This is an optimization exercise on Yosys and OpenROAD, whose aim is small area and a short achievable clock period, not a production implementation. Function was not checked in any run shown here: the RTL went through the layout flow alone. No activity file was given, so power comes from the tool's default toggle rates.

==> flow/flow/run.sh <==
#!/bin/bash
# The standard layout, with plain buf_1 cells as port buffers and timing
# repair aiming below the clock period (paths with less than SETUP_SLACK_MARGIN
# ns of slack are repaired).
set -euo pipefail
export BUFFER_PORTS_ARGS="-buffer_cell sky130_fd_sc_hd__buf_1"
export SETUP_SLACK_MARGIN=7.0
bash standard.sh > standard_flow.log 2>&1
==> flow/config.mk <==
export PLATFORM = sky130hd
export DESIGN_NAME = NEURON
export DESIGN_NICKNAME = NEURON
export VERILOG_FILES = /design/flow/design.v
export SDC_FILE = /design/flow/constraint.sdc
export NUM_CORES = 4
export LEC_CHECK = 0
export CAP_MARGIN = 20
export CORE_MARGIN = 2
export CORE_UTILIZATION = 55
export CTS_BUF_LIST = sky130_fd_sc_hd__clkbuf_8
export SLEW_MARGIN = 20
==> flow/constraint.sdc <==
create_clock -name core_clock -period 11.0 [get_ports {Clock}]
set_input_delay 2.2000 -clock core_clock [delete_from_list [all_inputs] [get_ports {Clock}]]
set_output_delay 2.2000 -clock core_clock [all_outputs]
set_load 0.01 [all_outputs]
==> flow/standard.sh <==
#!/bin/bash
# synth_recipe.tcl (not shown) runs the flow's synth.tcl, then flattens the netlist and writes it again
# the make line also repeats each setting of config.mk as NAME=value (left out here)
make -C /OpenROAD-flow-scripts/flow DESIGN_CONFIG=/design/flow/config.mk WORK_HOME=/design/flow/orfs CLKGATE_MAP_FILE= SYNTH_SCRIPT=/design/flow/synth_recipe.tcl "${@:-finish}"
==> flow/design.v <==
`timescale 1ns / 1ps
module MUL6_FA (input a, input b, input c, output s, output co);
  assign s = a ^ b ^ c;
  assign co = (a & b) | (a & c) | (b & c);
endmodule
module MUL6_HA (input a, input b, output s, output co);
  assign s = a ^ b;
  assign co = a & b;
endmodule
module MUL6 (input [5:0] a, input [5:0] b, output [11:0] p);
  wire [5:0] pp [0:5];
  genvar i, j;
  generate
    for (i = 0; i < 6; i = i + 1) begin : gi
      for (j = 0; j < 6; j = j + 1) begin : gj
        assign pp[i][j] = a[i] & b[j];
      end
    end
  endgenerate
  wire s1_4, c1_4, s1_5a, c1_5a, s1_5b, c1_5b, s1_6a, c1_6a, s1_6b, c1_6b, s1_7, c1_7;
  MUL6_HA h14 (pp[0][4], pp[1][3], s1_4, c1_4);
  MUL6_FA f15 (pp[0][5], pp[1][4], pp[2][3], s1_5a, c1_5a);
  MUL6_HA h15 (pp[3][2], pp[4][1], s1_5b, c1_5b);
  MUL6_FA f16 (pp[1][5], pp[2][4], pp[3][3], s1_6a, c1_6a);
  MUL6_HA h16 (pp[4][2], pp[5][1], s1_6b, c1_6b);
  MUL6_FA f17 (pp[2][5], pp[3][4], pp[4][3], s1_7, c1_7);
  wire s2_3, c2_3, s2_4, c2_4, s2_5, c2_5, s2_6, c2_6, s2_7, c2_7, s2_8, c2_8;
  MUL6_HA h23 (pp[0][3], pp[1][2], s2_3, c2_3);
  MUL6_FA f24 (pp[2][2], pp[3][1], pp[4][0], s2_4, c2_4);
  MUL6_FA f25 (pp[5][0], c1_4, s1_5a, s2_5, c2_5);
  MUL6_FA f26 (c1_5a, c1_5b, s1_6a, s2_6, c2_6);
  MUL6_FA f27 (pp[5][2], c1_6a, c1_6b, s2_7, c2_7);
  MUL6_FA f28 (pp[3][5], pp[4][4], pp[5][3], s2_8, c2_8);
  wire s3_2, c3_2, s3_3, c3_3, s3_4, c3_4, s3_5, c3_5, s3_6, c3_6, s3_7, c3_7, s3_8, c3_8, s3_9, c3_9;
  MUL6_HA h32 (pp[0][2], pp[1][1], s3_2, c3_2);
  MUL6_FA f33 (pp[2][1], pp[3][0], s2_3, s3_3, c3_3);
  MUL6_FA f34 (s1_4, c2_3, s2_4, s3_4, c3_4);
  MUL6_FA f35 (s1_5b, c2_4, s2_5, s3_5, c3_5);
  MUL6_FA f36 (s1_6b, c2_5, s2_6, s3_6, c3_6);
  MUL6_FA f37 (s1_7, c2_6, s2_7, s3_7, c3_7);
  MUL6_FA f38 (c1_7, c2_7, s2_8, s3_8, c3_8);
  MUL6_FA f39 (pp[4][5], pp[5][4], c2_8, s3_9, c3_9);
  wire [11:0] r0 = {1'b0, pp[5][5], s3_9, s3_8, s3_7, s3_6, s3_5, s3_4, s3_3, s3_2, pp[0][1], pp[0][0]};
  wire [11:0] r1 = {1'b0, c3_9, c3_8, c3_7, c3_6, c3_5, c3_4, c3_3, c3_2, pp[2][0], pp[1][0], 1'b0};
  assign p[0] = r0[0];
  assign p[11:1] = r0[11:1] + r1[11:1];
endmodule
`timescale 1ns / 1ps
module NEURON(Clock, SignA, SignB, SignC, SignD, ExponentA, ExponentB, ExponentC, ExponentD, MantissaA, MantissaB, MantissaC, MantissaD, SignOut, ExponentOut, MantissaOut, SignOut1, ExponentOut1, MantissaOut1, SignOut2, ExponentOut2, MantissaOut2);
input Clock;
input SignA;
input SignB;
input SignC;
input SignD;
input [4:0] ExponentA;
input [4:0] ExponentB;
input [4:0] ExponentC;
input [4:0] ExponentD;
input [5:0] MantissaA;
input [5:0] MantissaB;
input [5:0] MantissaC;
input [5:0] MantissaD;
output SignOut, SignOut1, SignOut2;
output [4:0] ExponentOut, ExponentOut1, ExponentOut2;
output [5:0] MantissaOut, MantissaOut1, MantissaOut2;
wire [5:0] e1, e2;
wire [4:1] k1, k2;
MUL6_HA ea0 (ExponentA[0], ExponentB[0], e1[0], k1[1]);
MUL6_HA ec0 (ExponentC[0], ExponentD[0], e2[0], k2[1]);
genvar i;
generate for (i = 1; i < 5; i = i + 1) begin : eadd
  if (i < 4) begin : mid
    MUL6_FA ea (ExponentA[i], ExponentB[i], k1[i], e1[i], k1[i+1]);
    MUL6_FA ec (ExponentC[i], ExponentD[i], k2[i], e2[i], k2[i+1]);
  end else begin : top
    MUL6_FA ea (ExponentA[i], ExponentB[i], k1[i], e1[i], e1[5]);
    MUL6_FA ec (ExponentC[i], ExponentD[i], k2[i], e2[i], e2[5]);
  end
end endgenerate
reg [5:0] r_ma, r_mb, r_mc, r_md;
reg [5:0] r_e1, r_e2;    
reg r_t1, r_t2;          
always @(posedge Clock) begin
  r_ma <= MantissaA; r_mb <= MantissaB; r_mc <= MantissaC; r_md <= MantissaD;
  r_e1 <= e1;
  r_e2 <= e2;
  r_t1 <= SignA ~^ SignB;
  r_t2 <= SignC ~^ SignD;
end
wire [6:0] xd = {1'b0, r_e1} + {1'b0, ~r_e2};
wire [6:0] yd = {1'b0, r_e2} + {1'b0, ~r_e1};
wire e1_gt = xd[6];
wire e2_gt = yd[6];
wire [5:0] ediff = e1_gt ? ~yd[5:0] : ~xd[5:0];
wire [3:0] dsat = ediff[3:0] | {4{ediff[5] | ediff[4]}};
wire [11:0] p1, p2;
MUL6 mul1 (r_ma, r_mb, p1);
MUL6 mul2 (r_mc, r_md, p2);
reg [3:0] r_d;           
reg [11:0] r_x, r_y;
reg [3:0] r_amt;
reg r_swp;
always @(posedge Clock) begin
  r_d <= dsat;
  r_x <= e2_gt ? p1 : p2;
  r_y <= e2_gt ? p2 : p1;
  r_amt <= r_d & {4{e1_gt | e2_gt}};
  r_swp <= e2_gt;
end
wire [11:0] ma = r_y;
wire [11:0] mb = r_x >> r_amt;
wire same = r_t1 ~^ r_t2;
wire inv = ~same;
wire [11:0] bb = mb ^ {12{inv}};
wire [11:0] p = ma ^ bb;
wire [11:0] g = ma & bb;
wire g10 = g[1] | p[1] & g[0],    p10 = p[1] & p[0];
wire g32 = g[3] | p[3] & g[2],    p32 = p[3] & p[2];
wire g54 = g[5] | p[5] & g[4],    p54 = p[5] & p[4];
wire g76 = g[7] | p[7] & g[6],    p76 = p[7] & p[6];
wire g98 = g[9] | p[9] & g[8],    p98 = p[9] & p[8];
wire gba = g[11] | p[11] & g[10], pba = p[11] & p[10];
wire g30 = g32 | p32 & g10,       p30 = p32 & p10;
wire g74 = g76 | p76 & g54,       p74 = p76 & p54;
wire gb8 = gba | pba & g98,       pb8 = pba & p98;
wire g50 = g54 | p54 & g30,       p50 = p54 & p30;
wire g70 = g74 | p74 & g30,       p70 = p74 & p30;
wire gb0 = gb8 | pb8 & g70;        
wire g60 = g[6] | p[6] & g50,     p60 = p[6] & p50;
wire g80 = g[8] | p[8] & g70,     p80 = p[8] & p70;
wire g90 = g98 | p98 & g70,       p90 = p98 & p70;
wire ga0 = g[10] | p[10] & g90,   pa0 = p[10] & p90;
wire ci = inv & gb0;
wire [11:6] cc;
assign cc[6]  = g50 | p50 & ci;
assign cc[7]  = g60 | p60 & ci;
assign cc[8]  = g70 | p70 & ci;
assign cc[9]  = g80 | p80 & ci;
assign cc[10] = g90 | p90 & ci;
assign cc[11] = ga0 | pa0 & ci;
wire flip = inv & ~gb0;
wire [5:0] su = p[11:6] ^ cc[11:6];
wire [5:0] m = su ^ {6{flip}};
wire c = gb0;
wire [11:0] kl = ma | mb;
wire zsub = p50 & p[6] & p[7] & pb8;    
wire z = inv ? zsub : (~p[0] & (p[11:1] == kl[10:0]));
wire ta = r_swp ? r_t2 : r_t1;   
wire tb = r_swp ? r_t1 : r_t2;   
wire s = same ? r_t1 : ((c | (r_swp & zsub)) ? ta : tb);
wire [5:0] E = e1_gt ? r_e1 : r_e2;
wire ge33 = (r_e1[5] & |r_e1[4:0]) | (r_e2[5] & |r_e2[4:0]);
wire ge32 = r_e1[5] | r_e2[5];
wire ge31 = ge32 | (&r_e1[4:0]) | (&r_e2[4:0]);
wire ge30 = ge32 | (&r_e1[4:1]) | (&r_e2[4:1]);
wire ge29 = ge32 | (&r_e1[4:2] & (r_e1[1] | r_e1[0])) | (&r_e2[4:2] & (r_e2[1] | r_e2[0]));
wire ge28 = ge32 | (&r_e1[4:2]) | (&r_e2[4:2]);
wire e0 = ~|{r_e1, r_e2};
reg q_s, q_sn, q_zero, q_ge33, q_ge32, q_eq31, q_eq30, q_eq29, q_eq28;
reg [5:0] q_m;
reg [4:0] q_e;
always @(posedge Clock) begin
  q_s <= s;
  q_sn <= ~s;
  q_m <= m;
  q_e <= E[4:0];
  q_zero <= ~s & e0 & z;
  q_ge33 <= ge33;
  q_ge32 <= ge32;
  q_eq31 <= ge31 & ~ge32;
  q_eq30 <= ge30 & ~ge31;
  q_eq29 <= ge29 & ~ge30;
  q_eq28 <= ge28 & ~ge29;
end
wire q_m5 = q_m[5];
wire q_m432 = &q_m[4:2];
wire q_m54 = &q_m[5:4];
wire zero = q_zero;
wire eq32 = q_ge32 & ~q_ge33;
reg [4:0] te; reg [5:0] tm;
always @* begin
  if (zero) begin te = 5'b00000; tm = 6'b000000; end
  else if (q_ge32) begin te = 5'b01111; tm = 6'b000000; end
  else if (q_eq31 & q_m5) begin te = 5'b01110; tm = 6'b111000; end
  else if (q_eq31) begin te = 5'b01110; tm = 6'b101100; end
  else if (q_eq30) begin te = 5'b01110; tm = {5'b10000, ~q_s}; end
  else if (q_eq29) begin te = 5'b01101; tm = 6'b011000; end
  else if (q_eq28) begin te = 5'b01100; tm = 6'b011110; end
  else begin te = 5'b01011; tm = 6'b001000; end
end
reg [4:0] se; reg [5:0] sm;
always @* begin
  if (zero) begin se = 5'b01110; sm = 6'b000000; end
  else if (q_sn) begin
    if (q_ge33) begin se = 5'b00000; sm = 6'b000000; end
    else if (eq32) begin se = 5'b01011; sm = 6'b000000; end
    else if (q_eq31 & q_m432) begin se = 5'b01100; sm = 6'b010000; end
    else if ((q_eq30 & q_m54) | q_eq31) begin se = 5'b01101; sm = 6'b000001; end
    else if (q_eq30) begin se = 5'b01101; sm = 6'b011000; end
    else begin se = 5'b01101; sm = 6'b110100; end
  end else begin
    if (q_ge33) begin se = 5'b01111; sm = 6'b000000; end
    else if (eq32) begin se = 5'b01110; sm = 6'b111010; end
    else if (q_eq31 & q_m432) begin se = 5'b01110; sm = 6'b110000; end
    else if ((q_eq30 & q_m54) | q_eq31) begin se = 5'b01110; sm = 6'b100000; end
    else if (q_eq30) begin se = 5'b01110; sm = 6'b010100; end
    else begin se = 5'b01110; sm = 6'b000110; end
  end
end
assign SignOut = q_s;
assign ExponentOut = te;
assign MantissaOut = tm;
assign SignOut1 = 1'b1;
assign ExponentOut1 = se;
assign MantissaOut1 = sm;
assign SignOut2 = q_s;
assign ExponentOut2 = q_s ? q_e : 5'd0;
assign MantissaOut2 = q_s ? q_m : 6'd0;
endmodule
==> out/summary.log, run 1 <==
qor: run_status.outcome complete, no violations
qor: timing.hold-worst-slack 0.430 ns
qor: worst_setup_path.timing_worst_setup_path_type reg2out
qor: timing.setup-violations-final 0
qor: worst_setup_path.r2r-end r_y[10]
qor: final_layout.share_of_final_layout_standard_cells_stronger_than_drive_strength_1 0.0719
qor: synth.ys_async_sr_fraction 0
qor: final_layout.finalNetCount 964
qor: synth.syn_area 6870 um2
qor: clock_network.ctsHtreeMaxLevel 3
qor: final_layout.layout.cell_area.non_filler 7490 um2
qor: worst_setup_path.ff2ff_path_depth 13
qor: worst_setup_path.cp_data_arrival_time 1.70 ns
qor: clock_network.cts.clk_slew.worst_paths 0.09 ns
qor: timing.grt_setup_unrepaired true
qor: synth.synth.ff_latch_count 91
qor: timing.min_period 3.90 ns
qor: detailed_routing.drt-wirelength-per-cell 15.0 um
qor: hold_path.min-delay-path-class reg2reg
qor: final_layout.utilization 0.619
qor: die.initial_utilization 0.567
qor: synth.netlist.area_leader.share 0.265
qor: timing.clock-skew-final 0.0101 ns
qor: global_routing.grt-busiest-layer met2
qor: detailed_routing.drt_pass1_iterations 5
qor: timing.hold_violations_final 0
qor: worst_setup_path.timing.critical_path.to_type primary output
qor: die.core_area 12100 um2
qor: synth.dominantRegCellSynth sky130_fd_sc_hd__dfxtp_1
qor: placed_design.gp_congestion 0.959
qor: die.dieArea 13400 um2
qor: global_routing.grt_start_max_net_pins 25
qor: detailed_routing.detailroute.via_count 5346
qor: power.pwr_density_cell 243 nW/um2
qor: synth.synth.yosys.seq_area_share 0.265
qor: clock_network.clock_sink_count 91
qor: power.total_leakage_power 3.30 nW
qor: die.pin_count 85
qor: clock_network.cts_root_buf sky130_fd_sc_hd__clkbuf_8
qor: synth.ys_warn_count 2
qor: global_routing.groute.layer.met1.usage 0.317
qor: global_routing.groute.usage.overall 0.235
qor: placed_design.place_area 7290 um2
qor: placed_design.placement_setup_slack 6.92 ns
qor: die.placementRows 40
qor: placed_design.post-dp-hpwl 12100 um
qor: hold_path.hold_path_end r_amt[2]
qor: job.timing.max_cap.violations 0
qor: clock_network.post_cts.repair.setup_buffers 0
qor: synth.post_synth.cell_area_avg 9.22 um2
qor: placed_design.portBuffers 81
qor: worst_setup_path.required 8.80 ns
qor: timing.total_count_of_max_transition_violations_in_the_final_report 0
qor: final_layout.seq_area 1830 um2
qor: final_layout.syn_to_final_growth 9.05%
qor: hold_path.hold_depth 1
qor: worst_setup_path.cp-start-kind flip-flop
qor: synth.synth.area.top_cells sky130_fd_sc_hd__dfxtp_1, sky130_fd_sc_hd__fa_1, sky130_fd_sc_hd__ha_1
qor: global_routing.antenna_found_initial 0
qor: timing.max_slew.worst_pin.slew 0.843 ns
qor: clock_network.max-clock-path-buffers 2
qor: detailed_routing.post_route_drc 0
qor: placed_design.post-place-cells 973
qor: worst_setup_path.slack_of_the_worst_reg_to_reg_path 7.22 ns
qor: die.die_width 116 um
qor: global_routing.first_global_vias 5184
qor: final_layout.multi_input_area 4700 um2
qor: timing.setup_tns_after_final_layout 0 ns
qor: clock_network.hold_buffers 0
qor: final_layout.final_cell_mix sky130_fd_sc_hd__dfxtp_1, sky130_fd_sc_hd__buf_1, sky130_fd_sc_hd__and2_1
qor: power.totalPowerFinal 1.82 mW
qor: detailed_routing.avgViaCountPerCell 5.41
qor: synth.postSynthCellCount 745
qor: timing.clock.fmax 0.256 GHz
qor: timing.finalCritPeriodShare 0.355
qor: global_routing.gr-total-overflow 0
qor: detailed_routing.drt_first_iter_violations 303
qor: hold_path.holdCritStartpoint r_d[2]
qor: final_layout.final_common_cell sky130_fd_sc_hd__dfxtp_1
qor: timing.postLayoutSetupSlackWorst 7.10 ns
qor: global_routing.global_route_wire_length_before_repair 24700 um
qor: detailed_routing.drt_wl_total 14800 um
qor: global_routing.global_route.usage.met2 0.388
qor: final_layout.final.fill_count 1079
qor: die.die_height 116 um
qor: final_layout.antenna_cells 0
qor: clock_network.cts_buffers 9
qor: synth.synth_area_leader sky130_fd_sc_hd__dfxtp_1
qor: clock_network.cts_tree done
qor: synth.synth.lib_cells_used.distinct 66
qor: clock_network.clk_latency 0.37 ns
qor: worst_setup_path.worst-path-max-fanout 4
qor: power.worst_ir_drop_vdd 0.0980 mV
qor: final_layout.post_layout_nonfiller_instances 989
qor: synth.count_of_flip_flops_with_a_built_in_enable_after_synthesis 0
qor: detailed_routing.route.antenna.remaining_nets 0
qor: worst_setup_path.setup.worst_path.start q_m[5]
qor: global_routing.global_route_met3_usage 0.0361
qor: worst_setup_path.r2r-start r_md[5]
qor: timing.maxSlewHeadroom 0.433
==> cell usage after synthesis, types with 2 or more instances <==
cell type and number:
sky130_fd_sc_hd__o311ai_1 3, sky130_fd_sc_hd__a31oi_1 3, sky130_fd_sc_hd__or3_1 2, sky130_fd_sc_hd__o31a_1 2
sky130_fd_sc_hd__nor2_1 43, sky130_fd_sc_hd__mux4_2 6, sky130_fd_sc_hd__o221ai_1 3, sky130_fd_sc_hd__nor3_1 22
sky130_fd_sc_hd__o21a_1 2, sky130_fd_sc_hd__nand3_1 11, sky130_fd_sc_hd__nor2b_1 11, sky130_fd_sc_hd__nand2b_1 8
sky130_fd_sc_hd__o31ai_1 2, sky130_fd_sc_hd__a41o_1 2, sky130_fd_sc_hd__o21ai_0 27, sky130_fd_sc_hd__nor4_1 9
sky130_fd_sc_hd__nand4_1 3, sky130_fd_sc_hd__ha_1 57, sky130_fd_sc_hd__a211oi_1 5, sky130_fd_sc_hd__fa_1 42
sky130_fd_sc_hd__mux2i_1 22, sky130_fd_sc_hd__xor2_1 17, sky130_fd_sc_hd__o41ai_1 2, sky130_fd_sc_hd__inv_1 69
sky130_fd_sc_hd__o32ai_1 4, sky130_fd_sc_hd__o2111a_1 2, sky130_fd_sc_hd__o211ai_1 2, sky130_fd_sc_hd__o22ai_1 5
sky130_fd_sc_hd__nand2_1 40, sky130_fd_sc_hd__buf_4 5, sky130_fd_sc_hd__nand3b_1 5, sky130_fd_sc_hd__mux2_2 19
sky130_fd_sc_hd__and2_1 78, sky130_fd_sc_hd__buf_2 5, sky130_fd_sc_hd__or2_2 4, sky130_fd_sc_hd__a221oi_1 2
sky130_fd_sc_hd__xnor2_1 33, sky130_fd_sc_hd__conb_1 2, sky130_fd_sc_hd__a21oi_1 29, sky130_fd_sc_hd__dfxtp_1 91
sky130_fd_sc_hd__clkbuf_1 13, sky130_fd_sc_hd__o21bai_1 2, sky130_fd_sc_hd__a21o_1 8
==> where the power goes <==
part,switching [mW],internal (mW),leakage (nW)
Clock,0.121,0.0882,0.0901
Combinational,0.565,0.498,2.45
Sequential,0.120,0.427,0.764
==> final cells by class <==
type	instances	share of cell area
Clock buffer	10	0.0184
Clock inverter	6	0.00551
Inverter	70	0.0351
Multi-Input combinational cell	561	0.627
Sequential cell	91	0.244
Tap cell	168	0.0281
Timing Repair Buffer	83	0.0427
==> metal layers <==
layer / vias to the layer above / share of wire
li1: 2678 / -
met1: 2527 / 0.47
met2: 122 / 0.47
met3: 19 / 0.035
met4: 0 / 0.017
met5: - / 0
==> cells by family (layout without fill, tap and decap cells) <==
kind of cell,after synthesis,after routing,synth area share
AOI/OAI and AO/OA,118,118,0.115
xor gates and xnor gates,50,50,0.0637
adders and majority gates,99,99,0.226
buffers and inverters,94,169,0.0550
DFF,91,91,0.265
muxes,48,48,0.0861
other,2,3,0.00109
and+or+nand+nor,243,243,0.188
==> worst max-delay path, cell delays in order (launching register included) <==
cell,delay (ns)
sky130_fd_sc_hd__dfxtp_2,0.37
sky130_fd_sc_hd__and2_1,0.19
sky130_fd_sc_hd__a21oi_2,0.09
sky130_fd_sc_hd__a41o_1,0.24
sky130_fd_sc_hd__nor4_1,0.26
sky130_fd_sc_hd__clkbuf_2,0.19
==> sequential cells by signal (all words and copies together), names as in the netlist, 4 cells and up <==
signal  count
r_y        12
r_d         4
r_ma        6
q_e         5
r_md        6
r_x        12
r_amt       4
r_mb        6
r_mc        6
r_e1        6
r_e2        6
q_m         6
==> what timing repair did <==
| action | in CTS | in global routing |
|---|---|---|
| resized for setup | 3 | 7 |
| pin swaps | 0 | 1 |
| gates cloned | 0 | 0 |
| setup endpoints to repair | 4 | 15 |
==> how the worst max path moves through the flow <==
stage / slack [ns] / end / cells after the start
CTS: 7.00 / q_s / 11
finish: 7.10 / MantissaOut1[0] / 5
global placement: 6.98 / r_e1[4] / 10
global route: 6.97 / MantissaOut[2] / 5
floorplan: 7.10 / r_e1[4] / 9
detailed placement: 6.92 / r_e2[4] / 10
==> run 2: changes to the inputs <==
--- a/flow/config.mk
+++ b/flow/config.mk
@@ -7,2 +7,3 @@
 export LEC_CHECK = 0
+export ABC_AREA = 1
 export CAP_MARGIN = 20
==> run 2 against run 1 <==
Critical path depth did not move. Sequential power fell by 5.9%. Clock power increased by 35%. First-iteration DRC count decreased by 0.66%. Sequential share of layout area down 1.0 points. Area after synthesis is 3.6% higher. Sequential cell count stayed put. Highest routed layer unchanged.
==> out/summary.log, run 2 <==
qor: run_status.outcome complete, no violations [unchanged]
qor: die.placementRows 41 [was 40]
qor: worst_setup_path.timing_worst_setup_path_type reg2out [unchanged]
qor: synth.synth.yosys.seq_area_share 0.256 [was 0.265]
qor: die.initial_utilization 0.564 [was 0.567]
qor: power.proportion_of_power_drawn_by_combinational_gates 0.581 [was 0.584]
qor: power.pwr_density_cell 243 nW/um2 [about the same]
qor: timing.setup-violations-final 0 [unchanged]
qor: placed_design.place_area 7550 um2 [was 7290 um2]
qor: clock_network.cts_root_buf sky130_fd_sc_hd__clkbuf_8 [unchanged]
qor: synth.syn_area 7120 um2 [was 6870 um2]
qor: detailed_routing.drt_wl_total 14300 um [was 14800 um]
qor: detailed_routing.route.antenna.remaining_nets 0 [unchanged]
qor: global_routing.grt_start_max_net_pins 28 [was 25]
qor: synth.netlist.area_leader.share 0.256 [was 0.265]
qor: synth.netlist_top_cells_count sky130_fd_sc_hd__nand2_1, sky130_fd_sc_hd__inv_1, sky130_fd_sc_hd__dfxtp_1 [was sky130_fd_sc_hd__dfxtp_1, sky130_fd_sc_hd__and2_1, sky130_fd_sc_hd__inv_1]
qor: worst_setup_path.setup.worst_path.start q_eq30 [was q_m[5]]
qor: timing.clock.fmax 0.263 GHz [was 0.256 GHz]
qor: synth.synth_compound_gate_area_share 0.0759 [was 0.115]
qor: synth.synth.lib_cells_used.distinct 44 [was 66]
qor: final_layout.reg_top3 r_x: 12 flops, r_y: 12 flops [unchanged]
qor: global_routing.first_global_vias 5672 [was 5184]
qor: detailed_routing.drt_pass1_iterations 4 [was 5]
qor: synth.post_synth.cell_area_avg 6.98 um2 [was 9.22 um2]
qor: timing.setup_tns_after_final_layout 0 ns [unchanged]
qor: power.worst_ir_drop_vdd 0.0879 mV [was 0.0980 mV]
qor: worst_setup_path.cp-start-kind flip-flop [unchanged]
qor: job.timing.max_cap.violations 0 [unchanged]
qor: final_layout.final_cell_mix sky130_fd_sc_hd__nand2_1, sky130_fd_sc_hd__inv_1, sky130_fd_sc_hd__dfxtp_1 [was sky130_fd_sc_hd__dfxtp_1, sky130_fd_sc_hd__buf_1, sky130_fd_sc_hd__and2_1]
qor: hold_path.holdCritStartpoint r_d[1] [was r_d[2]]
qor: timing.grt_setup_unrepaired false [was true]
qor: worst_setup_path.worst-path-max-fanout 7 [was 4]
qor: final_layout.antenna_cells 0 [unchanged]
qor: power.power_switching_share 0.477 [was 0.443]
qor: power.clock_power_share 0.148 [was 0.115]
qor: die.dieArea 13900 um2 [was 13400 um2]
qor: worst_setup_path.cp_data_arrival_time 1.60 ns [was 1.70 ns]
qor: clock_network.hold_buffers 0 [unchanged]
qor: placed_design.gp_congestion 0.873 [was 0.959]
qor: worst_setup_path.timing.critical_path.to_type primary output [unchanged]
qor: clock_network.max-clock-path-buffers 2 [unchanged]
qor: synth.synth_top_family_by_area simple AND/OR/NAND/NOR gates [was adder cells]
qor: final_layout.layout.cell_area.non_filler 7800 um2 [was 7490 um2]
qor: synth.ys_warn_count 2 [unchanged]
qor: die.die_height 118 um [was 116 um]
qor: power.totalPowerFinal 1.90 mW [was 1.82 mW]
qor: detailed_routing.drt-wirelength-per-cell 11.3 um [was 15.0 um]
qor: placed_design.portBuffers 81 [unchanged]
qor: worst_setup_path.r2r-start r_ma[2] [was r_md[5]]
qor: clock_network.post_cts.repair.setup_buffers 0 [unchanged]
qor: timing.finalCritPeriodShare 0.346 [was 0.355]
qor: clock_network.ctsHtreeMaxLevel 3 [unchanged]
qor: synth.ys_async_sr_fraction 0 [unchanged]
qor: final_layout.share_of_final_layout_standard_cells_stronger_than_drive_strength_1 0.0408 [was 0.0719]
qor: synth.synth_area_leader sky130_fd_sc_hd__dfxtp_1 [unchanged]
qor: timing.total_count_of_max_transition_violations_in_the_final_report 0 [unchanged]
qor: die.die_width 118 um [was 116 um]
qor: die.pin_count 85 [unchanged]
qor: clock_network.post_cts.resized_instances 0 [was 3]
qor: synth.muxShareOfSynthArea 0.00422 [was 0.0861]
qor: global_routing.global_route_wire_length_before_repair 25400 um [was 24700 um]
qor: detailed_routing.post_route_drc 0 [unchanged]
qor: timing.clock-skew-final 0.0158 ns [was 0.0101 ns]
qor: power.internal_power 0.994 mW [was 1.01 mW]
qor: worst_setup_path.required 8.80 ns [about the same]
qor: detailed_routing.avgViaCountPerCell 4.76 [was 5.41]
qor: clock_network.clk_latency 0.37 ns [about the same]
qor: final_layout.syn_to_final_growth 9.63% [was 9.05%]
qor: clock_network.cts_buffers 9 [unchanged]
qor: placed_design.post-place-cells 1258 [was 973]
qor: clock_network.clock_sink_count 91 [unchanged]
qor: global_routing.antenna_found_initial 0 [unchanged]
qor: timing.postLayoutSetupSlackWorst 7.20 ns [was 7.10 ns]
qor: die.core_area 12600 um2 [was 12100 um2]
qor: clock_network.cts.clk_slew.worst_paths 0.09 ns [about the same]
qor: synth.post_synth_and_or_nand_nor_area_fraction 0.277 [was 0.188]
qor: placed_design.post-dp-hpwl 11800 um [was 12100 um]
qor: synth.count_of_flip_flops_with_a_built_in_enable_after_synthesis 0 [unchanged]
qor: timing.min_period 3.80 ns [was 3.90 ns]
qor: global_routing.groute.usage.overall 0.220 [was 0.235]
qor: power.total_leakage_power 4.44 nW [was 3.30 nW]
qor: synth.synth.area.top_cells sky130_fd_sc_hd__dfxtp_1, sky130_fd_sc_hd__nand2_1, sky130_fd_sc_hd__fa_1 [was sky130_fd_sc_hd__dfxtp_1, sky130_fd_sc_hd__fa_1, sky130_fd_sc_hd__ha_1]
qor: placed_design.placement_setup_slack 6.92 ns [about the same]
qor: synth.post_synth_fa_ha_maj_area_fraction 0.218 [was 0.226]
qor: final_layout.post_layout_nonfiller_instances 1274 [was 989]
qor: final_layout.finalNetCount 1245 [was 964]
qor: detailed_routing.drt_first_iter_violations 301 [was 303]
qor: global_routing.gr-total-overflow 0 [unchanged]
qor: synth.yosys.area_share.xor_xnor 0.0431 [was 0.0637]
qor: synth.postSynthCellCount 1020 [was 745]
qor: power.pwr-share-seq 0.271 [was 0.301]
qor: timing.hold_violations_final 0 [unchanged]
qor: clock_network.cts_tree done [unchanged]
qor: final_layout.final.fill_count 1265 [was 1079]
qor: synth.synth.ff_latch_count 91 [unchanged]
qor: power.power.switching 0.906 mW [was 0.805 mW]
qor: detailed_routing.detailroute.via_count 6066 [was 5346]
qor: hold_path.min-delay-path-class reg2reg [unchanged]
qor: synth.dominantRegCellSynth sky130_fd_sc_hd__dfxtp_1 [unchanged]
qor: final_layout.final_common_cell sky130_fd_sc_hd__nand2_1 [was sky130_fd_sc_hd__dfxtp_1]
qor: synth.yosys.cell_count.top_type sky130_fd_sc_hd__nand2_1 [was sky130_fd_sc_hd__dfxtp_1]
==> run 2: cells by family (layout without fill, tap and decap cells) <==
logic type | after synthesis | count (layout)
adder cells (fa/ha/maj) | 99 | 99
AND/OR/NAND/NOR | 467 | 467
other | 2 | 3
multiplexers | 3 | 3
flip-flops | 91 | 91
buffers and inverters | 226 | 307
XOR/XNOR | 35 | 35
AO/OA/AOI/OAI | 97 | 97
==> run 2: stage by stage <==
stage	hold slack [ns]	util
2_1_floorplan	0.394	-
3_5_place_dp	0.405	0.598
5_1_grt	0.445	0.618
4_1_cts	0.419	0.618
6_report	0.418	0.618
3_3_place_gp	0.406	0.598
==> run 2: area by class of cell <==
class	count	area, um2	share of cell area
multi-input combinational	704	4410	0.565
sequential	91	1820	0.233
inverter	208	781	0.100
timing repair buffer	83	319	0.0409
tap	172	215	0.0276
clock buffer	10	138	0.0176
clock inverter	6	116	0.0149
==> run 2: path summary, 6_finish.rpt <==
| path | to | cells past startpoint | slack [ns] |
|---|---|---|---|
| max | MantissaOut1[2] | 5 | 7.20 |
| min | r_amt[1] | 2 | 0.42 |
| max reg2reg | r_x[8] | 16 | 7.35 |
| min reg2reg | r_amt[1] | 2 | 0.42 |
==> run 2: worst max-delay path: stages (launching register included) <==
cell and delay [ns]:
sky130_fd_sc_hd__dfxtp_1 0.35, sky130_fd_sc_hd__nor2_1 0.35, sky130_fd_sc_hd__nand2_1 0.09, sky130_fd_sc_hd__a21oi_1 0.18
sky130_fd_sc_hd__o21a_1 0.14, sky130_fd_sc_hd__buf_1 0.14
==> run 2: power groups by stage <==
stage / clock, mW / sequential, mW / combinational, mW
2_1_floorplan: 0 / 0.479 / 0.913
3_3_place_gp: 0 / 0.521 / 1.10
3_5_place_dp: 0 / 0.522 / 1.10
4_1_cts: 0.289 / 0.514 / 1.11
5_1_grt: 0.301 / 0.528 / 1.29
6_report: 0.282 / 0.514 / 1.10
==> run 2: per-layer routing <==
layer / global-route usage / share of wire / vias to the layer above
li1: - / - / 3300
met3: 0.0397 / 0.035 / 10
met4: 0.0444 / 0.0081 / 0
met1: 0.305 / 0.51 / 2648
met5: 0 / 0 / -
met2: 0.361 / 0.45 / 108
==> run 3: changes to the inputs <==
--- a/flow/flow/run.sh
+++ b/flow/flow/run.sh
@@ -6,3 +6,3 @@
 export BUFFER_PORTS_ARGS="-buffer_cell sky130_fd_sc_hd__buf_1"
-export SETUP_SLACK_MARGIN=7.0
+export SETUP_SLACK_MARGIN=7.25
 bash standard.sh > standard_flow.log 2>&1
--- a/flow/config.mk
+++ b/flow/config.mk
@@ -7,3 +7,2 @@
 export LEC_CHECK = 0
-export ABC_AREA = 1
 export CAP_MARGIN = 20
==> run 3 against run 2 <==
Critical path depth unchanged. Global-route usage up 1.5 points. Largest cell class unchanged. Critical endpoint is now MantissaOut1[5]. Highest routed layer unchanged. Area after synthesis down 3.4%.
==> out/summary.log, run 3 <==
qor: detailed_routing.detailroute.via_count 5446 [was 6066]
qor: placed_design.gp_congestion 0.947 [was 0.873]
qor: clock_network.max-clock-path-buffers 2 [unchanged]
qor: clock_network.clk_latency 0.37 ns [about the same]
qor: die.dieArea 13400 um2 [was 13900 um2]
qor: final_layout.finalNetCount 971 [was 1245]
qor: synth.postSynthCellCount 745 [was 1020]
qor: synth.synth.yosys.seq_area_share 0.265 [was 0.256]
qor: synth.synth_area_leader sky130_fd_sc_hd__dfxtp_1 [unchanged]
qor: timing.clock-skew-final 0.0141 ns [was 0.0158 ns]
qor: timing.clock.fmax 0.270 GHz [was 0.263 GHz]
qor: die.pin_count 85 [unchanged]
qor: worst_setup_path.cp_data_arrival_time 1.51 ns [was 1.60 ns]
qor: final_layout.layout.cell_area.non_filler 7730 um2 [was 7800 um2]
qor: placed_design.portBuffers 81 [unchanged]
qor: worst_setup_path.crit_path_max_incr_delay 0.34 ns [was 0.35 ns]
qor: worst_setup_path.timing.critical_path.to_type primary output [unchanged]
qor: clock_network.cts.clk_slew.worst_paths 0.09 ns [about the same]
qor: worst_setup_path.timing_worst_setup_path_type reg2out [unchanged]
qor: die.die_height 116 um [was 118 um]
qor: timing.min_period 3.71 ns [was 3.80 ns]
qor: timing.hold_violations_final 0 [unchanged]
qor: clock_network.hold_buffers 0 [unchanged]
qor: timing.total_count_of_max_transition_violations_in_the_final_report 0 [unchanged]
qor: detailed_routing.drt_wl_total 15200 um [was 14300 um]
qor: power.clock_power_share 0.119 [was 0.148]
qor: worst_setup_path.critical-path-slowest-cell sky130_fd_sc_hd__dfxtp_2 [was sky130_fd_sc_hd__dfxtp_1]
qor: clock_network.cts_tree done [unchanged]
qor: timing.setup_tns_after_final_layout 0 ns [unchanged]
qor: timing.maxSlewHeadroom 0.431
qor: timing.finalCritPeriodShare 0.337 [was 0.346]
qor: synth.count_of_flip_flops_with_a_built_in_enable_after_synthesis 0 [unchanged]
qor: detailed_routing.route.antenna.remaining_nets 0 [unchanged]
qor: synth.netlist_top_cells_count sky130_fd_sc_hd__dfxtp_1, sky130_fd_sc_hd__and2_1, sky130_fd_sc_hd__inv_1 [was sky130_fd_sc_hd__nand2_1, sky130_fd_sc_hd__inv_1, sky130_fd_sc_hd__dfxtp_1]
qor: power.worst_ir_drop_vdd 0.108 mV [was 0.0879 mV]
qor: worst_setup_path.worst_path_dominant_cell_family flip-flops [was simple AND/OR/NAND/NOR gates]
qor: global_routing.antenna_found_initial 0 [unchanged]
qor: power.power_switching_share 0.440 [was 0.477]
qor: synth.syn_area 6870 um2 [was 7120 um2]
qor: global_routing.gr-total-overflow 0 [unchanged]
qor: synth.ys_async_sr_fraction 0 [unchanged]
qor: final_layout.final.fill_count 1097 [was 1265]
qor: final_layout.syn_to_final_growth 12.5% [was 9.63%]
qor: synth.synth.ff_latch_count 91 [unchanged]
qor: final_layout.antenna_cells 0 [unchanged]
qor: global_routing.groute.usage.overall 0.235 [was 0.220]
qor: power.total_leakage_power 3.39 nW [was 4.44 nW]
qor: final_layout.final_cell_mix sky130_fd_sc_hd__dfxtp_1, sky130_fd_sc_hd__and2_1, sky130_fd_sc_hd__buf_1 [was sky130_fd_sc_hd__nand2_1, sky130_fd_sc_hd__inv_1, sky130_fd_sc_hd__dfxtp_1]
qor: final_layout.reg_top3 r_x: 12 flops, r_y: 12 flops [unchanged]
qor: global_routing.grt_start_max_net_pins 25 [was 28]
qor: detailed_routing.post_route_drc 0 [unchanged]
qor: power.power.switching 0.831 mW [was 0.906 mW]
qor: timing.setup-violations-final 0 [unchanged]
qor: job.timing.max_cap.violations 0 [unchanged]
qor: clock_network.ctsHtreeMaxLevel 3 [unchanged]
qor: worst_setup_path.worst-path-max-fanout 3 [was 7]
qor: power.internal_power 1.06 mW [was 0.994 mW]
qor: hold_path.min-delay-path-class reg2reg [unchanged]
qor: worst_setup_path.required 8.80 ns [about the same]
qor: worst_setup_path.cp-start-kind flip-flop [unchanged]
qor: detailed_routing.drt_first_iter_violations 324 [was 301]
qor: worst_setup_path.path_cells and2_4 -> a21oi_4 -> buf_4 -> a221oi_1 -> buf_2 [was nor2_1 -> nand2_1 -> a21oi_1 -> o21a_1 -> buf_1]
qor: synth.synth.lib_cells_used.distinct 66 [was 44]
qor: timing.grt_setup_unrepaired true [was false]
qor: power.proportion_of_power_drawn_by_combinational_gates 0.588 [was 0.581]
qor: timing.max_slew.worst_pin.slew 0.845 ns
qor: synth.synth.area.top_cells sky130_fd_sc_hd__dfxtp_1, sky130_fd_sc_hd__fa_1, sky130_fd_sc_hd__ha_1 [was sky130_fd_sc_hd__dfxtp_1, sky130_fd_sc_hd__nand2_1, sky130_fd_sc_hd__fa_1]
qor: clock_network.cts_buffers 9 [unchanged]
qor: detailed_routing.drt-wirelength-per-cell 15.2 um [was 11.3 um]
qor: global_routing.global_route_wire_length_before_repair 24900 um [was 25400 um]
qor: final_layout.share_of_final_layout_standard_cells_stronger_than_drive_strength_1 0.123 [was 0.0408]
qor: detailed_routing.avgViaCountPerCell 5.47 [was 4.76]
qor: synth.ys_warn_count 2 [unchanged]
qor: global_routing.first_global_vias 5185 [was 5672]
qor: detailed_routing.drt_pass1_iterations 5 [was 4]
qor: worst_setup_path.slack_of_the_worst_reg_to_reg_path 7.37 ns [was 7.35 ns]
qor: synth.yosys.cell_count.top_type sky130_fd_sc_hd__dfxtp_1 [was sky130_fd_sc_hd__nand2_1]
qor: placed_design.post-dp-hpwl 12100 um [was 11800 um]
qor: final_layout.final_common_cell sky130_fd_sc_hd__dfxtp_1 [was sky130_fd_sc_hd__nand2_1]
qor: worst_setup_path.critical_path_buf_inv_count 2 [was 1]
qor: run_status.outcome complete, no violations [unchanged]
qor: hold_path.hold_depth 1 [was 2]
qor: die.placementRows 40 [was 41]
qor: power.pwr_density_cell 245 nW/um2 [was 243 nW/um2]
qor: synth.dominantRegCellSynth sky130_fd_sc_hd__dfxtp_1 [unchanged]
qor: worst_setup_path.ff2ff_path_depth 13 [was 16]
qor: clock_network.cts_root_buf sky130_fd_sc_hd__clkbuf_8 [unchanged]
qor: worst_setup_path.crit_cells 5 [unchanged]
qor: power.pwr-share-seq 0.293 [was 0.271]
qor: die.die_width 116 um [was 118 um]
qor: clock_network.clock_sink_count 91 [unchanged]
qor: synth.netlist.area_leader.share 0.265 [was 0.256]
qor: placed_design.place_area 7300 um2 [was 7550 um2]
qor: die.initial_utilization 0.567 [was 0.564]
qor: die.core_area 12100 um2 [was 12600 um2]
qor: synth.post_synth.cell_area_avg 9.22 um2 [was 6.98 um2]
-- run 3: cell type report --
class	count	area, um2	share of cell area
tap	168	210	0.0272
inverter	70	269	0.0348
sequential	91	1850	0.239
multi-input combinational	561	4830	0.625
clock buffer	9	124	0.0160
clock inverter	7	68.8	0.00891
timing repair buffer	90	379	0.0491
-- run 3: layer usage --
layer | wire length, um | global-route usage
met4 | 177 | 0.0643
met3 | 744 | 0.0492
met5 | 0 | 0
met1 | 7120 | 0.320
met2 | 7110 | 0.383
-- run 3: timing repair --
item	4_1_cts	5_1_grt
pin swaps	5	9
gates resized for setup	20	35
endpoints found under the hold margin	0	0
endpoints found under the setup margin	20	23
buffers inserted	1	6
-- run 3: worst paths after layout --
check          start         endpoint
min reg2reg   r_d[2]         r_amt[2]
max reg2reg  r_ma[2]          r_y[10]
max           q_m[5]  MantissaOut1[5]
min           r_d[2]         r_amt[2]
-- run 3: power groups by stage --
stage                     Sequential [mW]  Clock [mW]  Combinational [mW]
after floorplan                     0.476           0               0.894
after global placement              0.552           0                1.04
after detailed placement            0.555           0                1.05
after CTS                           0.551       0.232                1.06
after global routing                0.566       0.246                1.24
final                               0.553       0.225                1.11
-- run 3: kinds of logic after synthesis --
family / Yosys count / share of synthesized area
xor+xnor: 50 / 0.0637
buf+inv: 94 / 0.0550
fa+ha+maj: 99 / 0.226
simple gates: 243 / 0.188
mux: 48 / 0.0861
other cells: 2 / 0.00109
compound gates: 118 / 0.115
flops: 91 / 0.265
-- run 3: through the flow --
step	total power, mW	hold WS, ns	setup slack, ns	util	std cells
after floorplan	1.37	0.406	7.17	-	746
after global placement	1.59	0.408	7.06	0.603	973
after detailed placement	1.61	0.414	6.95	0.603	973
after CTS	1.85	0.435	7.25	0.623	990
after global routing	2.05	0.456	7.21	0.638	996
final	1.89	0.432	7.29	0.638	996
==> run 4: changes to the inputs <==
--- a/flow/design.v
+++ b/flow/design.v
@@ -90,6 +90,7 @@
 wire [6:0] xd = {1'b0, r_e1} + {1'b0, ~r_e2};
-wire [6:0] yd = {1'b0, r_e2} + {1'b0, ~r_e1};
 wire e1_gt = xd[6];
-wire e2_gt = yd[6];
-wire [5:0] ediff = e1_gt ? ~yd[5:0] : ~xd[5:0];
+wire e_eq = &xd[5:0];
+wire e2_gt = ~e1_gt & ~e_eq;
+wire [5:0] xd1 = xd[5:0] + 6'd1;
+wire [5:0] ediff = e1_gt ? xd1 : ~xd[5:0];
 wire [3:0] dsat = ediff[3:0] | {4{ediff[5] | ediff[4]}};
@@ -151,8 +152,8 @@
 wire [5:0] E = e1_gt ? r_e1 : r_e2;
-wire ge33 = (r_e1[5] & |r_e1[4:0]) | (r_e2[5] & |r_e2[4:0]);
-wire ge32 = r_e1[5] | r_e2[5];
-wire ge31 = ge32 | (&r_e1[4:0]) | (&r_e2[4:0]);
-wire ge30 = ge32 | (&r_e1[4:1]) | (&r_e2[4:1]);
-wire ge29 = ge32 | (&r_e1[4:2] & (r_e1[1] | r_e1[0])) | (&r_e2[4:2] & (r_e2[1] | r_e2[0]));
-wire ge28 = ge32 | (&r_e1[4:2]) | (&r_e2[4:2]);
+wire ge33 = E[5] & |E[4:0];
+wire ge32 = E[5];
+wire ge31 = E[5] | &E[4:0];
+wire ge30 = E[5] | &E[4:1];
+wire ge29 = E[5] | (&E[4:2] & (E[1] | E[0]));
+wire ge28 = E[5] | &E[4:2];
 wire e0 = ~|{r_e1, r_e2};
==> run 4 against run 3 <==
Non-clock buffer count grew 1. Total power is 7.6% lower. Sequential power down 4.0%. Core utilization is 0.19 points lower. Clock power increased by 5%. Critical path depth is the same. Critical endpoint is now MantissaOut1[4]. Critical path type unchanged. First-iteration DRC count shrank 37%. Combinational power decreased by 12%. Count of clock-buffer cells in the layout is 2 higher. Area after synthesis fell by 2.8%. Sequential cell count unchanged.
==> out/summary.log, run 4 <==
qor: synth.synth.ff_latch_count 91 [unchanged]
qor: synth.yosys.cell_count.top_type sky130_fd_sc_hd__dfxtp_1 [unchanged]
qor: worst_setup_path.cp-start-kind flip-flop [unchanged]
qor: clock_network.clock_sink_count 91 [unchanged]
qor: clock_network.ctsHtreeMaxLevel 3 [unchanged]
qor: synth.post_synth.cell_area_avg 9.46 um2 [was 9.22 um2]
qor: final_layout.reg_top3 r_x: 12 flops, r_y: 12 flops [unchanged]
qor: synth.postSynthCellCount 706 [was 745]
qor: timing.min_period 3.77 ns [was 3.71 ns]
qor: run_status.outcome complete, no violations [unchanged]
qor: synth.synth.yosys.seq_area_share 0.273 [was 0.265]
qor: detailed_routing.drt_pass1_iterations 5 [unchanged]
qor: detailed_routing.post_route_drc 0 [unchanged]
qor: timing.postLayoutSetupSlackWorst 7.23 ns [was 7.29 ns]
qor: final_layout.antenna_cells 0 [unchanged]
qor: placed_design.placement_setup_slack 6.72 ns [was 6.95 ns]
qor: timing.setup-violations-final 0 [unchanged]
qor: worst_setup_path.timing_worst_setup_path_type reg2out [unchanged]
qor: final_layout.syn_to_final_growth 13.4% [was 12.5%]
qor: job.timing.max_cap.violations 0 [unchanged]
qor: clock_network.hold_buffers 0 [unchanged]
qor: worst_setup_path.cp_data_arrival_time 1.57 ns [was 1.51 ns]
qor: synth.synth.area.top_cells sky130_fd_sc_hd__dfxtp_1, sky130_fd_sc_hd__fa_1, sky130_fd_sc_hd__ha_1 [unchanged]
qor: die.die_width 114 um [was 116 um]
qor: global_routing.first_global_vias 4692 [was 5185]
qor: die.placementRows 40 [unchanged]
qor: power.worst_ir_drop_vdd 0.0894 mV [was 0.108 mV]
qor: timing.finalCritPeriodShare 0.343 [was 0.337]
qor: placed_design.place_area 7070 um2 [was 7300 um2]
qor: synth.count_of_flip_flops_with_a_built_in_enable_after_synthesis 0 [unchanged]
qor: worst_setup_path.timing.critical_path.to_type primary output [unchanged]
qor: die.die_height 114 um [was 116 um]
qor: synth.netlist.area_leader.share 0.273 [was 0.265]
qor: die.core_area 11900 um2 [was 12100 um2]
qor: global_routing.global_route_wire_length_before_repair 22200 um [was 24900 um]
qor: timing.total_count_of_max_transition_violations_in_the_final_report 0 [unchanged]
qor: clock_network.cts.clk_slew.worst_paths 0.08 ns [was 0.09 ns]
qor: synth.netlist_top_cells_count sky130_fd_sc_hd__dfxtp_1, sky130_fd_sc_hd__and2_1, sky130_fd_sc_hd__inv_1 [unchanged]
qor: global_routing.gr-total-overflow 0 [unchanged]
qor: worst_setup_path.ff2ff_path_depth 13 [unchanged]
qor: clock_network.cts_root_buf sky130_fd_sc_hd__clkbuf_8 [unchanged]
qor: timing.setup_tns_after_final_layout 0 ns [unchanged]
qor: final_layout.final_cell_mix sky130_fd_sc_hd__dfxtp_1, sky130_fd_sc_hd__and2_1, sky130_fd_sc_hd__buf_1 [unchanged]
qor: clock_network.cts_buffers 9 [unchanged]
qor: power.total_leakage_power 3.46 nW [was 3.39 nW]
qor: final_layout.utilization 0.636 [was 0.638]
qor: synth.syn_area 6680 um2 [was 6870 um2]
qor: worst_setup_path.worst-path-max-fanout 7 [was 3]
qor: placed_design.gp_congestion 0.893 [was 0.947]
qor: timing.clock-skew-final 0.0158 ns [was 0.0141 ns]
qor: synth.synth.lib_cells_used.distinct 60 [was 66]
qor: die.dieArea 13000 um2 [was 13400 um2]
qor: detailed_routing.route.antenna.remaining_nets 0 [unchanged]
qor: final_layout.layout.cell_area.non_filler 7580 um2 [was 7730 um2]
qor: timing.hold_violations_final 0 [unchanged]
qor: synth.dominantRegCellSynth sky130_fd_sc_hd__dfxtp_1 [unchanged]
qor: global_routing.groute.usage.overall 0.215 [was 0.235]
qor: final_layout.share_of_final_layout_standard_cells_stronger_than_drive_strength_1 0.140 [was 0.123]
qor: power.pwr_density_cell 230 nW/um2 [was 245 nW/um2]
qor: timing.clock.fmax 0.265 GHz [was 0.270 GHz]
qor: power.totalPowerFinal 1.75 mW [was 1.89 mW]
qor: final_layout.finalNetCount 929 [was 971]
qor: clock_network.max-clock-path-buffers 2 [unchanged]
qor: synth.ys_async_sr_fraction 0 [unchanged]
qor: final_layout.multi_input_area 4680 um2 [was 4830 um2]
qor: die.initial_utilization 0.561 [was 0.567]
qor: final_layout.seq_area 1850 um2 [about the same]
qor: clock_network.clk_latency 0.38 ns [was 0.37 ns]
qor: hold_path.hold_depth 1 [unchanged]
qor: placed_design.post-dp-hpwl 10800 um [was 12100 um]
qor: placed_design.portBuffers 81 [unchanged]
qor: timing.grt_setup_unrepaired true [unchanged]
qor: clock_network.cts_tree done [unchanged]
qor: worst_setup_path.slack_of_the_worst_reg_to_reg_path 7.28 ns [was 7.37 ns]
qor: die.pin_count 85 [unchanged]
qor: detailed_routing.drt-wirelength-per-cell 14.5 um [was 15.2 um]
qor: detailed_routing.detailroute.via_count 5022 [was 5446]
qor: worst_setup_path.r2r-end q_zero [was r_y[10]]
qor: detailed_routing.drt_first_iter_violations 204 [was 324]
qor: global_routing.antenna_found_initial 0 [unchanged]
qor: hold_path.min-delay-path-class reg2reg [unchanged]
qor: worst_setup_path.required 8.80 ns [about the same]
qor: timing.maxSlewHeadroom 0.604 [was 0.431]
qor: final_layout.final.fill_count 1030 [was 1097]
qor: hold_path.hold_path_end r_amt[2] [unchanged]
qor: hold_path.holdCritStartpoint r_d[2] [unchanged]
qor: global_routing.grt_start_max_net_pins 28 [was 25]
qor: worst_setup_path.r2r-start r_amt[1] [was r_ma[2]]
qor: final_layout.final_common_cell sky130_fd_sc_hd__dfxtp_1 [unchanged]
qor: detailed_routing.avgViaCountPerCell 5.34 [was 5.47]
qor: timing.max_slew.worst_pin.slew 0.592 ns [was 0.845 ns]
qor: synth.synth_area_leader sky130_fd_sc_hd__dfxtp_1 [unchanged]
qor: synth.ys_warn_count 2 [unchanged]
qor: detailed_routing.drt_wl_total 13600 um [was 15200 um]
-- run 4: cell count changes in the layout (fill, tap and decap cells not counted), moves of 6 or more --
cell                      previous run  this run
sky130_fd_sc_hd__nor2_1             42        36
sky130_fd_sc_hd__ha_1               56        49
sky130_fd_sc_hd__nor3_1             22        14
sky130_fd_sc_hd__o21ai_0            25        17
sky130_fd_sc_hd__nor2b_1            11         5
-- run 4: what timing repair did --
item,in CTS,in global routing
setup buffers,1,7
pin swaps,3,7
gates resized for setup,22,44
setup endpoints to repair,20,22
cloned,0,0
-- run 4: worst max-delay path by stage --
stage	end	startpoint	cells after the start	slack (ns)
final	MantissaOut1[4]	q_eq31	5	7.23
after global routing	MantissaOut1[4]	q_m[5]	6	7.16
after floorplan	r_e1[4]	ExponentA[0]	9	7.17
after CTS	q_zero	r_amt[1]	12	7.24
after global placement	q_zero	r_amt[1]	12	6.90
after detailed placement	q_zero	r_amt[1]	12	6.72
-- run 4: critical path, stage by stage, from the launching register on --
cell                       delay (ns)
sky130_fd_sc_hd__dfxtp_4         0.42
sky130_fd_sc_hd__nand4_1         0.24
sky130_fd_sc_hd__nand2b_4        0.16
sky130_fd_sc_hd__a21oi_2         0.06
sky130_fd_sc_hd__nor3_2          0.17
sky130_fd_sc_hd__buf_2           0.16
-- run 4: final cells by class --
class | instances | area share
Sequential cell | 91 | 0.245
Tap cell | 147 | 0.0243
Clock inverter | 5 | 0.00793
Multi-Input combinational cell | 525 | 0.618
Timing Repair Buffer | 91 | 0.0507
Inverter | 70 | 0.0350
Clock buffer | 11 | 0.0200
-- run 4: report_power, final --
group | internal, mW | switching (mW) | total (mW)
registers | 0.430 | 0.101 | 0.531
clock network | 0.118 | 0.119 | 0.237
logic | 0.472 | 0.507 | 0.979
total | 1.02 | 0.727 | 1.75
-- run 4: per-stage QoR --
step	hold WS (ns)	cells
final	0.433	940
after global routing	0.464	940
after CTS	0.437	933
after detailed placement	0.414	916
after global placement	0.412	916
after floorplan	0.406	707
-- run 4: logic make-up after synthesis --
family                   after synthesis  synth area share
AND/OR/NAND/NOR                      220             0.174
AO/OA/AOI/OAI                        104             0.105
adder cells (fa/ha/maj)               92             0.218
flip-flops                            91             0.273
buffers and inverters                 91            0.0581
XOR/XNOR                              53            0.0695
multiplexers                          53             0.102
other                                  2           0.00112
-- run 4: metal layers --
layer | track usage | routed length (um)
met1 | 0.271 | 6190
met2 | 0.377 | 6740
met3 | 0.0365 | 453
met4 | 0.0667 | 222
met5 | 0 | 0
==> run 5: changes to the inputs <==
--- a/flow/flow/run.sh
+++ b/flow/flow/run.sh
@@ -6,3 +6,3 @@
 export BUFFER_PORTS_ARGS="-buffer_cell sky130_fd_sc_hd__buf_1"
-export SETUP_SLACK_MARGIN=7.25
+export SETUP_SLACK_MARGIN=7.5
 bash standard.sh > standard_flow.log 2>&1
==> run 5 against run 4 <==
Largest cell class unchanged. Clock power is 11% lower. Total power is 5.5% higher. Design area up 6.6%. Critical path type unchanged. Area after synthesis is the same. Largest power group unchanged. Still clean on timing, DRC and antenna.
==> out/summary.log, run 5 <==
qor: detailed_routing.detailroute.via_count 5162 [was 5022]
qor: timing.maxSlewHeadroom 0.605 [was 0.604]
qor: detailed_routing.drt_wl_total 14300 um [was 13600 um]
qor: detailed_routing.avgViaCountPerCell 5.31 [was 5.34]
qor: final_layout.layout.cell_area.non_filler 8080 um2 [was 7580 um2]
qor: worst_setup_path.ff2ff_path_depth 12 [was 13]
qor: global_routing.global_route_wire_length_before_repair 22800 um [was 22200 um]
qor: clock_network.cts.clk_slew.worst_paths 0.09 ns [was 0.08 ns]
qor: power.power.switching 0.772 mW [was 0.727 mW]
qor: clock_network.clk_latency 0.37 ns [was 0.38 ns]
qor: final_layout.syn_to_final_growth 20.9% [was 13.4%]
qor: power.worst_ir_drop_vdd 0.111 mV [was 0.0894 mV]
qor: final_layout.finalNetCount 962 [was 929]
qor: power.total_leakage_power 3.69 nW [was 3.46 nW]
qor: synth.netlist.area_leader.share 0.273 [unchanged]
qor: hold_path.holdCritStartpoint r_d[1] [was r_d[2]]
qor: synth.synth.area.top_cells sky130_fd_sc_hd__dfxtp_1, sky130_fd_sc_hd__fa_1, sky130_fd_sc_hd__ha_1 [unchanged]
qor: timing.setup-violations-final 0 [unchanged]
qor: detailed_routing.drt_pass1_iterations 4 [was 5]
qor: clock_network.ctsHtreeMaxLevel 3 [unchanged]
qor: power.pwr_density_cell 228 nW/um2 [was 230 nW/um2]
qor: synth.dominantRegCellSynth sky130_fd_sc_hd__dfxtp_1 [unchanged]
qor: power.power_switching_share 0.419 [was 0.416]
qor: run_status.outcome complete, no violations [unchanged]
qor: die.die_width 114 um [unchanged]
qor: detailed_routing.drt_first_iter_violations 171 [was 204]
qor: die.initial_utilization 0.561 [unchanged]
qor: synth.ys_async_sr_fraction 0 [unchanged]
qor: clock_network.hold_buffers 0 [unchanged]
qor: global_routing.grt_start_max_net_pins 28 [unchanged]
qor: synth.syn_area 6680 um2 [unchanged]
qor: worst_setup_path.path_cells buf_4 -> a21oi_4 -> nand2b_4 -> a21oi_2 -> nor3_1 -> buf_2 [was nand4_1 -> nand2b_4 -> a21oi_2 -> nor3_2 -> buf_2]
qor: final_layout.reg_top3 r_x: 12 flops, r_y: 12 flops [unchanged]
qor: timing.total_count_of_max_transition_violations_in_the_final_report 0 [unchanged]
qor: die.placementRows 40 [unchanged]
qor: worst_setup_path.crit_path_max_incr_delay 0.38 ns [was 0.42 ns]
qor: die.pin_count 85 [unchanged]
qor: die.dieArea 13000 um2 [unchanged]
qor: global_routing.groute.usage.overall 0.219 [was 0.215]
qor: power.internal_power 1.07 mW [was 1.02 mW]
qor: synth.synth.ff_latch_count 91 [unchanged]
qor: worst_setup_path.slack_of_the_worst_reg_to_reg_path 7.48 ns [was 7.28 ns]
qor: worst_setup_path.worst_path_dominant_cell_family flip-flops [was simple AND/OR/NAND/NOR gates]
qor: final_layout.final_cell_mix sky130_fd_sc_hd__and2_1, sky130_fd_sc_hd__buf_1, sky130_fd_sc_hd__dfxtp_1 [was sky130_fd_sc_hd__dfxtp_1, sky130_fd_sc_hd__and2_1, sky130_fd_sc_hd__buf_1]
qor: worst_setup_path.timing.critical_path.to_type primary output [unchanged]
qor: global_routing.first_global_vias 4865 [was 4692]
qor: worst_setup_path.r2r-end r_y[11] [was q_zero]
qor: detailed_routing.drt-wirelength-per-cell 14.7 um [was 14.5 um]
qor: final_layout.final_common_cell sky130_fd_sc_hd__and2_1 [was sky130_fd_sc_hd__dfxtp_1]
qor: power.clock_power_share 0.115 [was 0.136]
qor: timing.finalCritPeriodShare 0.344 [was 0.343]
qor: synth.synth_top_family_by_area adder cells [unchanged]
qor: worst_setup_path.r2r-start r_mc[0] [was r_amt[1]]
qor: timing.setup_tns_after_final_layout 0 ns [unchanged]
qor: synth.muxShareOfSynthArea 0.102 [unchanged]
qor: synth.post_synth_and_or_nand_nor_area_fraction 0.174 [unchanged]
qor: clock_network.cts_buffers 9 [unchanged]
qor: clock_network.max-clock-path-buffers 2 [unchanged]
qor: synth.synth.lib_cells_used.distinct 60 [unchanged]
qor: worst_setup_path.critical-path-slowest-cell sky130_fd_sc_hd__dfxtp_4 [unchanged]
qor: final_layout.share_of_final_layout_standard_cells_stronger_than_drive_strength_1 0.255 [was 0.140]
qor: synth.synth.yosys.seq_area_share 0.273 [unchanged]
qor: synth.post_synth.cell_area_avg 9.46 um2 [unchanged]
qor: synth.post_synth_fa_ha_maj_area_fraction 0.218 [unchanged]
qor: synth.synth_compound_gate_area_share 0.105 [unchanged]
qor: detailed_routing.post_route_drc 0 [unchanged]
qor: worst_setup_path.required 8.80 ns [about the same]
qor: synth.postSynthCellCount 706 [unchanged]
qor: placed_design.post-place-cells 916 [unchanged]
qor: power.proportion_of_power_drawn_by_combinational_gates 0.601 [was 0.560]
qor: synth.ys_warn_count 2 [unchanged]
qor: final_layout.antenna_cells 0 [unchanged]
qor: hold_path.hold_path_end r_amt[1] [was r_amt[2]]
qor: power.pwr-share-seq 0.284 [was 0.304]
qor: synth.yosys.cell_count.top_type sky130_fd_sc_hd__dfxtp_1 [unchanged]
qor: global_routing.gr-total-overflow 0 [unchanged]
qor: timing.clock.fmax 0.264 GHz [was 0.265 GHz]
qor: timing.grt_setup_unrepaired true [unchanged]
qor: synth.yosys.area_share.xor_xnor 0.0695 [unchanged]
qor: hold_path.min-delay-path-class reg2reg [unchanged]
qor: worst_setup_path.critical_path_buf_inv_count 2 [was 1]
qor: job.timing.max_cap.violations 0 [unchanged]
qor: worst_setup_path.timing_worst_setup_path_type reg2out [unchanged]
qor: timing.max_slew.worst_pin.slew 0.591 ns [was 0.592 ns]
qor: clock_network.cts_tree done [unchanged]
qor: clock_network.clock_sink_count 91 [unchanged]
qor: timing.hold-worst-slack 0.440 ns [was 0.433 ns]
qor: global_routing.antenna_found_initial 0 [unchanged]
qor: die.core_area 11900 um2 [unchanged]
qor: timing.hold_violations_final 0 [unchanged]
qor: worst_setup_path.setup.worst_path.start q_eq31 [unchanged]
qor: worst_setup_path.cp_data_arrival_time 1.59 ns [was 1.57 ns]
qor: detailed_routing.route.antenna.remaining_nets 0 [unchanged]
qor: worst_setup_path.cp-start-kind flip-flop [unchanged]
qor: timing.clock-skew-final 0.00929 ns [was 0.0158 ns]
qor: placed_design.post-dp-hpwl 10900 um [was 10800 um]
qor: clock_network.cts_root_buf sky130_fd_sc_hd__clkbuf_8 [unchanged]
qor: die.die_height 114 um [unchanged]
qor: placed_design.place_area 7140 um2 [was 7070 um2]
qor: hold_path.hold_depth 1 [unchanged]
qor: timing.min_period 3.79 ns [was 3.77 ns]
qor: power.totalPowerFinal 1.84 mW [was 1.75 mW]
qor: synth.count_of_flip_flops_with_a_built_in_enable_after_synthesis 0 [unchanged]
qor: synth.netlist_top_cells_count sky130_fd_sc_hd__dfxtp_1, sky130_fd_sc_hd__and2_1, sky130_fd_sc_hd__inv_1 [unchanged]
qor: worst_setup_path.worst-path-max-fanout 6 [was 7]
qor: placed_design.gp_congestion 0.915 [was 0.893]
qor: placed_design.portBuffers 81 [unchanged]
qor: synth.synth_area_leader sky130_fd_sc_hd__dfxtp_1 [unchanged]
qor: final_layout.post_layout_nonfiller_instances 973 [was 940]
## run 5: cell types whose count changed in the layout (fill, tap and decap cells not counted), moves of 7 or more
cell                      change
sky130_fd_sc_hd__buf_1       -10
sky130_fd_sc_hd__dfxtp_4     +10
sky130_fd_sc_hd__buf_4       +31
sky130_fd_sc_hd__inv_1        -8
sky130_fd_sc_hd__dfxtp_1     -13
sky130_fd_sc_hd__inv_2        +7
## run 5: per-stage QoR
step | worst slack, ns | util
floorplan | 7.19 | -
global placement | 7.02 | 0.599
detailed placement | 6.88 | 0.599
CTS | 7.23 | 0.641
global route | 7.11 | 0.678
finish | 7.21 | 0.678
## run 5: worst max-delay path by stage
stage               slack, ns               to  depth (start not counted)
global placement         7.02           q_zero                         12
global route             7.11  ExponentOut1[0]                          6
CTS                      7.23  MantissaOut1[4]                          6
floorplan                7.19          r_e1[4]                          9
finish                   7.21  MantissaOut1[4]                          6
detailed placement       6.88           q_zero                         12
## run 5: power by group through the flow
| stage | clock [mW] | sequential, mW | combinational (mW) |
|---|---|---|---|
| 2_1_floorplan | 0 | 0.472 | 0.777 |
| 3_3_place_gp | 0 | 0.532 | 0.889 |
| 3_5_place_dp | 0 | 0.534 | 0.911 |
| 4_1_cts | 0.220 | 0.530 | 0.977 |
| 5_1_grt | 0.232 | 0.536 | 1.22 |
| 6_report | 0.212 | 0.524 | 1.11 |
## run 5: logic make-up (layout without fill, tap and decap cells)
family	after synthesis	count (layout)
AND/OR/NAND/NOR	220	220
multiplexers	53	53
other	2	3
adder cells (fa/ha/maj)	92	92
flip-flops	91	91
XOR/XNOR	53	53
buffers and inverters	91	210
AO/OA/AOI/OAI	104	104
## run 5: per-layer routing
| metal | wire [um] | GRT usage | vias to the layer above |
|---|---|---|---|
| met5 | 0 | 0 | - |
| li1 | - | - | 2629 |
| met3 | 436 | 0.0418 | 9 |
| met1 | 6480 | 0.280 | 2424 |
| met4 | 143 | 0.0569 | 0 |
| met2 | 7240 | 0.382 | 100 |
## run 5: worst reg2reg max path: cells and delay by family (launching register included)
family / cells / cell delay [ns]
compound gates: 3 / 0.66
fa+ha+maj: 4 / 1.75
buf+inv: 2 / 0.10
flops: 1 / 0.35
mux: 1 / 0.29
simple gates: 2 / 0.27
## run 5: layout make-up
cell class              count  area [um2]
clock buffers               9         124
clock inverters             7        60.1
fillers                   972        3830
inverters                  70         269
multi-input cells         525        4890
flip-flops and latches     91        1890
well taps                 147         184
repair buffers            124         658
## run 5: repair_timing
item | 4_1_cts | 5_1_grt
setup endpoints to repair | 47 | 36
buffers inserted | 13 | 28
pin swaps | 18 | 24
resized for setup | 71 | 68

==> port drivers added, routing unchanged <==
The flow's constraints put no driver on any port. The routed layouts listed below were extracted and timed again, unchanged, in two steps.
Step 1, drivers: a clkbuf_16 drives Clock and a buf_2 each remaining input, both assumed.
Step 2, shift: input delay + t, output delay - t, t = (earliest + latest rising clock arrival at the registers) / 2. This alone moves slack from input paths to output paths.
Three values: no drivers, after step 1, after step 2; two values: the first two.
run | t, ns | setup WS [ns] | worst setup path after step 2
run 1 | 0.403 | 7.097 / 7.062 / 6.878 | input to register
run 2 | 0.402 | 7.195 / 7.157 / 6.937 | input to register
run 3 | 0.401 | 7.293 / 7.258 / 6.986 | input to register
run 4 | 0.410 | 7.226 / 7.191 / 7.023 | input to register
run 5 | 0.401 | 7.214 / 7.179 / 7.005 | input to register
After both steps setup and hold are still met in every run listed. For run 3, which loses most, drivers alone change the setup slack by -0.035 ns; drivers and shift together by -0.307 ns.
